What follows belongs to an exercise in optimizing a design on an open flow for small area, a short achievable clock period and few clock cycles; a production flow would make more cautious choices.
The RTL of this run was laid out without a check of its function.
Power is estimated from default activity; no workload was simulated.

$ cat design/flow/config.mk
export PLATFORM = sky130hd
export DESIGN_NAME = mest_pro
export DESIGN_NICKNAME = mest_pro
export VERILOG_FILES = /design/flow/design.v
export SDC_FILE = /design/flow/constraint.sdc
export NUM_CORES = 4
export LEC_CHECK = 0
export ABC_AREA = 1
export CAP_MARGIN = 20
export CORE_MARGIN = 2
export CORE_UTILIZATION = 60
export CTS_BUF_LIST = sky130_fd_sc_hd__clkbuf_8
export SETUP_SLACK_MARGIN = 2.95
export SLEW_MARGIN = 20
$ cat design/flow/design.v
module mest_pro_ctrlr(
    input  clk,
    input  i_reset_n,
    input  i_start,
    input  i_redirect,
    input  i_halt,
    output o_start,
    output reg o_run,
    output reg o_issue,
    output reg o_all_done
);
reg  halted;
wire start = i_start & ~o_run & ~halted & ~o_all_done;
assign o_start = start;
always @(posedge clk or negedge i_reset_n)
begin
    if (~i_reset_n) begin
        o_run      <= 1'b0;
        o_issue    <= 1'b0;
        halted     <= 1'b0;
        o_all_done <= 1'b0;
    end else begin
        o_run      <= start | (o_run & ~i_halt);
        o_issue    <= start | (o_run & ~i_halt & ~i_redirect);
        halted     <= i_halt;
        o_all_done <= halted;
    end
end
endmodule
module mest_pro_fetch(
    input  clk,
    input  i_reset_n,
    input  i_run,
    input  i_start,
    input  i_halt,
    input  i_jmp,
    input  i_ret,
    input  [7:0] i_const_K,
    output [15:0] o_prog_counter
);
reg [15:0] pc;
reg [15:0] ret_pc;
wire [3:0]  g  = {&pc[11:8], &pc[7:4], &pc[3:0], 1'b1};
wire [3:0]  gc = {g[3] & g[2] & g[1], g[2] & g[1], g[1], 1'b1};
reg  [15:0] cy;
integer i;
always @(*)
begin
    for (i = 0; i < 4; i = i + 1) begin
        cy[4*i]   = gc[i];
        cy[4*i+1] = gc[i] & pc[4*i];
        cy[4*i+2] = gc[i] & pc[4*i] & pc[4*i+1];
        cy[4*i+3] = gc[i] & pc[4*i] & pc[4*i+1] & pc[4*i+2];
    end
end
wire [15:0] pc_inc = pc ^ cy;
wire [15:0] pc_seq = i_run ? pc_inc : {15'd0, i_start};
always @(posedge clk or negedge i_reset_n)
begin
    if (~i_reset_n) begin
        pc     <= 16'd0;
        ret_pc <= 16'd0;
    end else begin
        if (i_jmp)
            ret_pc <= pc;
        if (i_jmp)
            pc <= {8'd0, i_const_K};
        else if (i_ret)
            pc <= ret_pc;
        else if (i_halt)
            pc <= 16'd0;
        else
            pc <= pc_seq;
    end
end
assign o_prog_counter = pc;
endmodule
module mest_pro_decode(
    input  clk,
    input  i_reset_n,
    input  i_issue,
    input  [27:0] i_instr,
    output reg o_valid,
    output reg o_s0,
    output reg o_cin,
    output reg [7:0] o_a,
    output reg [7:1] o_bm,
    output reg [8:0] o_y
);
wire [3:0] op = i_instr[27:24];
wire [7:0] a  = i_instr[15:8];
wire [7:0] b  = i_instr[7:0];
wire       mul = (op == 4'd2);
wire       shl = (op == 4'd6);
reg [7:0] x;
reg [8:0] y;
always @(*)
begin
    x = 8'd0;
    y = 9'd0;
    case (op)
    4'd0: begin x = a; y = {1'b0, b}; end
    4'd1: begin x = a; y = ~{1'b0, b}; end
    4'd2: x = a;
    4'd3: x = a & b;
    4'd4: x = a | b;
    4'd5: x = {1'b0, a[7:1]};
    4'd6: x = a;
    4'd7: begin x = ~a; y = {1'b1, 8'd0}; end
    default: ;
    endcase
end
always @(posedge clk or negedge i_reset_n)
begin
    if (~i_reset_n)
        o_valid <= 1'b0;
    else
        o_valid <= i_issue;
end
always @(posedge clk)
begin
    o_s0  <= mul ? b[0] : ~shl;
    o_bm  <= mul ? b[7:1] : {6'd0, shl};
    o_cin <= (op == 4'd1);
    o_a   <= x;
    o_y   <= y;
end
endmodule
module mest_pro_exec(
    input  clk,
    input  i_reset_n,
    input  i_valid,
    input  i_s0,
    input  i_cin,
    input  [7:0] i_a,
    input  [7:1] i_bm,
    input  [8:0] i_y,
    output reg o_valid_result,
    output reg [7:0] o_result,
    output reg o_carry,
    output reg o_zero_flag
);
wire p_1 = i_y[0] ^ i_cin ^ (i_a[0] & i_s0);
wire p_2 = (i_y[0] & i_cin) | ((i_a[0] & i_s0) & (i_y[0] ^ i_cin));
wire p_3 = (i_a[1] & i_s0) ^ ((i_a[0] & i_bm[1]) | i_y[1]) ^ p_2;
wire p_4 = ((i_a[1] & i_s0) & ((i_a[0] & i_bm[1]) | i_y[1])) | (p_2 & ((i_a[1] & i_s0) ^ ((i_a[0] & i_bm[1]) | i_y[1])));
wire p_5 = (i_a[2] & i_s0) ^ (i_a[0] & i_bm[2]) ^ ((i_a[1] & i_bm[1]) | i_y[2]);
wire p_6 = ((i_a[2] & i_s0) & (i_a[0] & i_bm[2])) | (((i_a[1] & i_bm[1]) | i_y[2]) & ((i_a[2] & i_s0) ^ (i_a[0] & i_bm[2])));
wire p_7 = p_5 ^ p_4;
wire p_8 = p_5 & p_4;
wire p_9 = (i_a[3] & i_s0) ^ (i_a[1] & i_bm[2]) ^ (i_a[0] & i_bm[3]);
wire p_10 = ((i_a[3] & i_s0) & (i_a[1] & i_bm[2])) | ((i_a[0] & i_bm[3]) & ((i_a[3] & i_s0) ^ (i_a[1] & i_bm[2])));
wire p_11 = ((i_a[2] & i_bm[1]) | i_y[3]) ^ p_6 ^ p_9;
wire p_12 = (((i_a[2] & i_bm[1]) | i_y[3]) & p_6) | (p_9 & (((i_a[2] & i_bm[1]) | i_y[3]) ^ p_6));
wire p_13 = p_11 ^ p_8;
wire p_14 = p_11 & p_8;
wire p_15 = (i_a[4] & i_s0) ^ (i_a[2] & i_bm[2]) ^ (i_a[1] & i_bm[3]);
wire p_16 = ((i_a[4] & i_s0) & (i_a[2] & i_bm[2])) | ((i_a[1] & i_bm[3]) & ((i_a[4] & i_s0) ^ (i_a[2] & i_bm[2])));
wire p_17 = (i_a[0] & i_bm[4]) ^ ((i_a[3] & i_bm[1]) | i_y[4]) ^ p_10;
wire p_18 = ((i_a[0] & i_bm[4]) & ((i_a[3] & i_bm[1]) | i_y[4])) | (p_10 & ((i_a[0] & i_bm[4]) ^ ((i_a[3] & i_bm[1]) | i_y[4])));
wire p_19 = p_15 ^ p_17 ^ p_12;
wire p_20 = (p_15 & p_17) | (p_12 & (p_15 ^ p_17));
wire p_21 = p_14 ^ p_19;
wire p_22 = p_14 & p_19;
wire p_23 = (i_a[5] & i_s0) ^ (i_a[3] & i_bm[2]);
wire p_24 = (i_a[5] & i_s0) & (i_a[3] & i_bm[2]);
wire p_25 = (i_a[2] & i_bm[3]) ^ (i_a[1] & i_bm[4]) ^ (i_a[0] & i_bm[5]);
wire p_26 = ((i_a[2] & i_bm[3]) & (i_a[1] & i_bm[4])) | ((i_a[0] & i_bm[5]) & ((i_a[2] & i_bm[3]) ^ (i_a[1] & i_bm[4])));
wire p_27 = ((i_a[4] & i_bm[1]) | i_y[5]) ^ p_23;
wire p_28 = ((i_a[4] & i_bm[1]) | i_y[5]) & p_23;
wire p_29 = (i_a[6] & i_s0) ^ (i_a[4] & i_bm[2]) ^ (i_a[3] & i_bm[3]);
wire p_30 = ((i_a[6] & i_s0) & (i_a[4] & i_bm[2])) | ((i_a[3] & i_bm[3]) & ((i_a[6] & i_s0) ^ (i_a[4] & i_bm[2])));
wire p_31 = (i_a[2] & i_bm[4]) ^ (i_a[1] & i_bm[5]) ^ (i_a[0] & i_bm[6]);
wire p_32 = ((i_a[2] & i_bm[4]) & (i_a[1] & i_bm[5])) | ((i_a[0] & i_bm[6]) & ((i_a[2] & i_bm[4]) ^ (i_a[1] & i_bm[5])));
wire p_33 = (i_a[7] & i_s0) ^ (i_a[5] & i_bm[2]) ^ (i_a[4] & i_bm[3]);
wire p_34 = ((i_a[7] & i_s0) & (i_a[5] & i_bm[2])) | ((i_a[4] & i_bm[3]) & ((i_a[7] & i_s0) ^ (i_a[5] & i_bm[2])));
wire p_35 = (i_a[3] & i_bm[4]) ^ (i_a[2] & i_bm[5]) ^ (i_a[1] & i_bm[6]);
wire p_36 = ((i_a[3] & i_bm[4]) & (i_a[2] & i_bm[5])) | ((i_a[1] & i_bm[6]) & ((i_a[3] & i_bm[4]) ^ (i_a[2] & i_bm[5])));
wire p_37 = p_16 ^ p_25 ^ p_27;
wire p_38 = (p_16 & p_25) | (p_27 & (p_16 ^ p_25));
wire p_39 = ((i_a[5] & i_bm[1]) | i_y[6]) ^ p_24 ^ p_26;
wire p_40 = (((i_a[5] & i_bm[1]) | i_y[6]) & p_24) | (p_26 & (((i_a[5] & i_bm[1]) | i_y[6]) ^ p_24));
wire p_41 = p_29 ^ p_31;
wire p_42 = p_29 & p_31;
wire p_43 = (i_a[0] & i_bm[7]) ^ ((i_a[6] & i_bm[1]) | i_y[7]) ^ p_30;
wire p_44 = ((i_a[0] & i_bm[7]) & ((i_a[6] & i_bm[1]) | i_y[7])) | (p_30 & ((i_a[0] & i_bm[7]) ^ ((i_a[6] & i_bm[1]) | i_y[7])));
wire p_45 = p_32 ^ p_33 ^ p_35;
wire p_46 = (p_32 & p_33) | (p_35 & (p_32 ^ p_33));
wire p_47 = p_18 ^ p_37;
wire p_48 = p_18 & p_37;
wire p_49 = p_28 ^ p_41 ^ p_39;
wire p_50 = (p_28 & p_41) | (p_39 & (p_28 ^ p_41));
wire p_51 = p_42 ^ p_40 ^ p_43;
wire p_52 = (p_42 & p_40) | (p_43 & (p_42 ^ p_40));
wire p_53 = (i_a[6] & i_bm[2]) ^ (i_a[5] & i_bm[3]);
wire p_54 = (i_a[4] & i_bm[4]) ^ (i_a[3] & i_bm[5]);
wire p_55 = (i_a[2] & i_bm[6]) ^ (i_a[1] & i_bm[7]);
wire p_56 = ((i_a[7] & i_bm[1]) | i_y[8]) ^ p_53;
wire p_57 = p_54 ^ p_55;
wire p_58 = p_34 ^ p_36;
wire p_59 = p_56 ^ p_57;
wire p_60 = p_58 ^ p_59;
wire p_61 = p_44 ^ p_60;
wire p_62 = p_46 ^ p_61;
reg [15:0] q;
reg v1;
always @(posedge clk)
begin
    q[0] <= p_1;
    q[1] <= p_3;
    q[2] <= p_7;
    q[3] <= p_13;
    q[4] <= p_21;
    q[5] <= p_20;
    q[6] <= p_22;
    q[7] <= p_47;
    q[8] <= p_38;
    q[9] <= p_49;
    q[10] <= p_48;
    q[11] <= p_45;
    q[12] <= p_51;
    q[13] <= p_50;
    q[14] <= p_62;
    q[15] <= p_52;
end
wire s_1 = q[5] ^ q[6];
wire s_2 = q[5] & q[6];
wire s_3 = q[8] ^ q[9] ^ q[10];
wire s_4 = (q[8] & q[9]) | (q[10] & (q[8] ^ q[9]));
wire s_5 = q[11] ^ q[12] ^ q[13];
wire s_6 = (q[11] & q[12]) | (q[13] & (q[11] ^ q[12]));
wire s_7 = q[14] ^ q[15];
wire s_8 = q[14] & q[15];
wire [3:0] fx, fy;
assign fx[0] = q[7];
assign fx[1] = s_3;
assign fx[2] = s_5;
assign fx[3] = s_7;
assign fy[0] = s_1;
assign fy[1] = s_2;
assign fy[2] = s_4;
assign fy[3] = s_6;
wire [3:0] ag = fx & fy;
wire [3:0] ap = fx ^ fy;
wire ag0_1 = ag[1] | (ap[1] & ag[0]);
wire ap0_1 = ap[1] & ap[0];
wire ag0_3 = ag[3] | (ap[3] & ag[2]);
wire ap0_3 = ap[3] & ap[2];
wire ag1_2 = ag[2] | (ap[2] & ag0_1);
wire ap1_2 = ap[2] & ap0_1;
wire ag1_3 = ag0_3 | (ap0_3 & ag0_1);
wire ap1_3 = ap0_3 & ap0_1;
wire [3:0] rh = {ap[3] ^ ag1_2, ap[2] ^ ag0_1, ap[1] ^ ag[0], ap[0]};
wire       zh = ((fx ^ fy) == {fx[2:0] | fy[2:0], 1'b0});
wire [8:0] r = {rh, {q[4], q[3], q[2], q[1], q[0]}};
wire       zero = zh & ~(|{q[4], q[3], q[2], q[1], q[0]});
always @(posedge clk or negedge i_reset_n)
begin
    if (~i_reset_n) begin
        v1             <= 1'b0;
        o_valid_result <= 1'b0;
    end else begin
        v1             <= i_valid;
        o_valid_result <= v1;
    end
end
always @(posedge clk)
begin
    o_result    <= r[7:0];
    o_carry     <= r[8];
    o_zero_flag <= zero;
end
endmodule
module mest_pro#(
    parameter OP_CODE_SIZE     = 4,
    parameter INSTRUCTION_SIZE = OP_CODE_SIZE + 8 + 8 + 8,
    parameter ROM_DEPTH = 65536
)(
    input clk,
    input i_reset_n,
    input i_start,
    output [$clog2(ROM_DEPTH)-1  :0] o_prog_counter,
    input [INSTRUCTION_SIZE-1    :0] i_instruction,
    output [8-1 :0] o_result,
    output o_valid_result,
    output o_carry,
    output o_zero_flag,
    output o_all_done
);
wire       issue;       
wire       run;         
wire       start;
wire [3:0] op   = i_instruction[27:24];
wire       is_jmp  = issue & (op == 4'd8);
wire       is_ret  = issue & (op == 4'd9);
wire       is_halt = issue & (op == 4'd15);
wire       x_s0, x_cin;
wire [7:0] x_a;
wire [7:1] x_bm;
wire [8:0] x_y;
wire       x_valid;
mest_pro_ctrlr u_ctrlr(
    .clk        (clk),
    .i_reset_n  (i_reset_n),
    .i_start    (i_start),
    .i_redirect (is_jmp | is_ret),
    .i_halt     (is_halt),
    .o_start    (start),
    .o_run      (run),
    .o_issue    (issue),
    .o_all_done (o_all_done)
);
mest_pro_fetch u_fetch(
    .clk            (clk),
    .i_reset_n      (i_reset_n),
    .i_run          (run),
    .i_start        (start),
    .i_halt         (is_halt),
    .i_jmp          (is_jmp),
    .i_ret          (is_ret),
    .i_const_K      (i_instruction[23:16]),
    .o_prog_counter (o_prog_counter)
);
mest_pro_decode u_decode(
    .clk        (clk),
    .i_reset_n  (i_reset_n),
    .i_issue    (issue),
    .i_instr    (i_instruction),
    .o_valid    (x_valid),
    .o_s0       (x_s0),
    .o_cin      (x_cin),
    .o_a        (x_a),
    .o_bm       (x_bm),
    .o_y        (x_y)
);
mest_pro_exec u_exec(
    .clk            (clk),
    .i_reset_n      (i_reset_n),
    .i_valid        (x_valid),
    .i_s0           (x_s0),
    .i_cin          (x_cin),
    .i_a            (x_a),
    .i_bm           (x_bm),
    .i_y            (x_y),
    .o_valid_result (o_valid_result),
    .o_result       (o_result),
    .o_carry        (o_carry),
    .o_zero_flag    (o_zero_flag)
);
endmodule
$ cat design/flow/constraint.sdc
create_clock -name core_clock -period 5.0 [get_ports {clk}]
set_input_delay 1.0000 -clock core_clock [delete_from_list [all_inputs] [get_ports {clk}]]
set_output_delay 1.0000 -clock core_clock [all_outputs]
set_load 0.01 [all_outputs]
$ cat design/flow/standard.sh
#!/bin/bash
# synth_recipe.tcl (not shown) runs the flow's synth.tcl, then flattens the netlist and writes it again
# the make line also repeats each setting of config.mk as NAME=value (left out here)
make -C /OpenROAD-flow-scripts/flow DESIGN_CONFIG=/design/flow/config.mk WORK_HOME=/design/flow/orfs CLKGATE_MAP_FILE= SYNTH_SCRIPT=/design/flow/synth_recipe.tcl "${@:-finish}"
$ cat design/flow/flow/run.sh
#!/bin/bash
# Layout: the standard synthesis, then the standard ORFS steps with plain
# buffers (not delay cells) on the ports and free resizing.
set -euo pipefail
bash standard.sh synth > synth.log 2>&1
bash standard.sh BUFFER_PORTS_ARGS="-buffer_cell sky130_fd_sc_hd__buf_1" MATCH_CELL_FOOTPRINT=0 CTS_ARGS="-sink_clustering_enable -repair_clock_nets -buf_list sky130_fd_sc_hd__clkbuf_8 -dont_use_dummy_load" finish > layout.log 2>&1
==> run notes <==
- Overall routed net length: 8910 um
- GR Layer Usage met2: 37.6%
- Clock tree buffer depth: 2
- Commonest non-fill, non-tap cells in the layout: nand2_1, inv_1, buf_1
- Synth Register Bits: 91
- Area delta synth->final: 12.8%
- Status: timing/DRC/antenna clean
- CP endpoint kind: flop
- Worst EP arrival: between 2 and 2.5 ns
- Seq pwr share: approximately 56%
- Antenna-violating nets left: 0
- Psw: 472 uW
- Core area: 7250 sq um
- Share of cells above drive strength 1: about a tenth
- Initial core utilization: 61.7%
- Cells after synthesis: 513
- Filler cells: about 610
- Worst Skew: ~0.021 ns
- Max VDD drop: 280 uV
- Inserted Clock Buffers: 9
- Largest net degree at the start of global routing: 40
- Clk sinks: 91
- GRT Residual Overflow: 0
- GR Util met3: 4.59%
- Post-Synthesis Net Count: 591
- M1 GR Usage: 32.3%
- DR WL/cell: 13.1 um
- Leak: 0.00264 uW
- Max-slew violation count: 0
- Start point of the critical path: u_decode.o_a[3]$_DFF_P_
- Setup TNS Final: 0 ns
- Synthesis Warnings: 4
- Clock transition at the registers of the reported paths: 0.07 ns
- Number of global-route vias before repair: between 3000 and 4000
- Max Freq: between 400 and 500 MHz
- Setup CP Type: reg -> reg
- Die H: around 90 um
- Req. time, crit path: between 5 and 6 ns
- Sequential-to-total area share from yosys stat: between 40 and 50%
- CTS root buffer: clkbuf_8
- Dpl hpwl: ~6600 um
- IO Port Bufs: 58
- Worst-Margin Slew: 0.458 ns
- R2r startpoint: u_decode.o_a[3]$_DFF_P_
- Nets: 663
- Hold Path Class: reg -> reg
- Clock power share: 23.7%
- DIE AREA: 8170 sq um
- Logic pwr share: 20.0%
- Worst setup SP type: flop
- Die W: 90.4 um
- Most Crowded Layer GR: met2
- Hold Vio Cnt, Final: 0
- Sw frac: between 20% and 30%
- Worst rel slew slack: 69.3%
- Part of the cycle the worst path needs: 43.2%
- Maxcap violations: 0
- All-Layer GR Usage: 23.4%
- Initial DRC Count: 231
- CTS tree: yes
- First-pass GRT wire length: 15400 um
- Vias: 3517
- # diodes: 0
- Clock period minus worst slack: ~2.2 ns
- Unrepaired setup endpoints after global routing: yes
- H-tree depth: 3
- Average size of a mapped cell: just under 9 sq um
- Netlist Area Pre-Place: 4480 sq um
- Yosys cell types: 36
- Row Count: 31
- Commonest non-fill, non-tap cell in the layout: nand2_1
- Remaining DRCs: 0
- Gpl congestion: 0.850
- IO Count: 59
- Iteration count of the initial detailed-routing pass: 4
- Pwr/cell area: 314 nW/um^2
- Finish-stage setup viols: 0
- Initial antenna violation count: 0
- P_int: 1120 uW
- Tot Pwr: roughly 1600 uW
- Vias per inst: 5.16
- Hold Path Origin: u_exec.q[4]$_DFF_P_
- R2R setup slack: 2.84 ns
- Worst-Skew Late Latency: 0.35 ns
- Crit Path Max Fanout: 5
## area by class of cell
type	instances	area (sq um)	share of cell area, %
clock buffer	9	124	2.45
inverter	82	310	6.14
multi-input combinational	331	2120	42.0
sequential	91	2050	40.6
tap	99	124	2.45
timing repair buffer	70	322	6.37
## critical path, cell delays in order, from the launching register on
cell and delay, ns:
dfxtp_4 0.37, nand2_1 0.07, inv_1 0.05, fa_2 0.33
fa_1 0.53, fa_1 0.42, ha_1 0.27
## timing repair
action / in CTS / in global routing
endpoints found under the setup margin: 6 / 10
hold buffers: 0 / 0
resized for setup: 14 / 12
pin swaps: 2 / 1
cloned: 0 / 0
buffers inserted: 5 / 5
## worst paths after layout
check / to / cells after the start
max: u_exec.q[4]$_DFF_P_ / 6
min: u_exec.o_result[4]$_DFF_P_ / 0
max reg2reg: u_exec.q[4]$_DFF_P_ / 6
min reg2reg: u_exec.o_result[4]$_DFF_P_ / 0
max in group asynchronous: u_fetch.ret_pc[4]$_DFFE_PN0P_ / 2
min in group asynchronous: u_exec.v1$_DFF_PN0_ / 1
## cell usage after synthesis
library cell / count / area (sq um)
nand2_1: 150 / 563
inv_1: 78 / 293
dfxtp_1: 52 / 1040
dfrtp_1: 39 / 976
nand3_1: 29 / 145
o21ai_0: 25 / 125
ha_1: 24 / 300
nor2_1: 24 / 90.1
fa_1: 23 / 460
o2111ai_1: 7 / 61.3
o21ai_1: 6 / 30.0
o22ai_1: 6 / 37.5
a21oi_1: 5 / 25.0
buf_2: 5 / 25.0
a21o_1: 4 / 30.0
nand2_2: 4 / 25.0
o211ai_1: 4 / 30.0
xor2_1: 4 / 35.0
xnor2_1: 3 / 26.3
clkbuf_1: 2 / 7.51
inv_2: 2 / 7.51
nor2_4: 2 / 22.5
nor3_1: 2 / 10.0
a211oi_1: 1 / 7.51
buf_4: 1 / 7.51
buf_6: 1 / 11.3
clkinv_1: 1 / 3.75
inv_4: 1 / 6.26
nand3_2: 1 / 10.0
nand4_1: 1 / 6.26
nor2_2: 1 / 6.26
nor2_8: 1 / 20.0
nor3_2: 1 / 10.0
nor4_1: 1 / 6.26
o21bai_1: 1 / 7.51
or2_2: 1 / 6.26
## sequential cells by signal, summed over array words and instances, names as in the netlist, 7 cells and up
signal / count
u_decode.o_a: 8
u_exec.q: 16
u_exec.o_result: 8
u_decode.o_bm: 7
u_fetch.ret_pc: 16
u_decode.o_y: 9
u_fetch.pc: 16
## stage by stage
stage	hold WS, ns	util [%]	cell area (sq um)	instances	setup WS (ns)
detailed placement	0.341	65.9	4780	662	2.68
CTS	0.354	68.5	4970	676	2.82
global placement	0.333	65.9	4780	662	2.70
finish	0.352	69.6	5050	682	2.84
floorplan	0.331	-	4490	513	2.81
global route	0.368	69.6	5050	682	2.78
## routing by layer
metal,routed length [um],up-vias
li1,-,1744
met1,4190,1643
met2,4080,117
met3,536,13
met4,107,0
met5,0,-
## cells by family (layout without fill, tap and decap cells)
group	after synthesis	count (layout)	synth area share [%]
compound gates	59	59	7.91
xor+xnor	7	7	1.37
simple gates	218	218	20.6
buf+inv	91	161	8.08
fa+ha+maj	47	47	17.0
flops	91	91	45.1
## power by group through the flow
| stage | Combinational [uW] | Clock [uW] | Sequential, uW |
|---|---|---|---|
| 6_report | 318 | 376 | 893 |
| 2_1_floorplan | 186 | 0 | 912 |
| 3_5_place_dp | 296 | 0 | 912 |
| 4_1_cts | 304 | 386 | 894 |
| 3_3_place_gp | 288 | 0 | 908 |
| 5_1_grt | 363 | 413 | 906 |

[what the ideal ports hide]
No port has a modelled driver above. Below, the same layout with a new extraction and two added sets of constraints. Step 1 (the two cells are an assumption about what drives the block):
set clk [get_ports {clk}]
set_driving_cell -lib_cell sky130_fd_sc_hd__clkbuf_16 $clk
set_driving_cell -lib_cell sky130_fd_sc_hd__buf_2 [delete_from_list [all_inputs] $clk]
Step 2 moves the port delays by t, midway between the first and last clock arrival at a register: inputs arrive t later, outputs are due t later. That takes back most of the time a late clock gives input paths. Three values: no drivers, after step 1, after step 2; two values: the first two.
t (ns): 0.378
setup slack, ns: 2.840 / 2.840 / 2.668
worst slew at a driven data input, ns: 0.03
After both steps this run still meets setup and hold. The setup slack of this run moves by 0.000 ns with the drivers and by -0.172 ns with both steps.
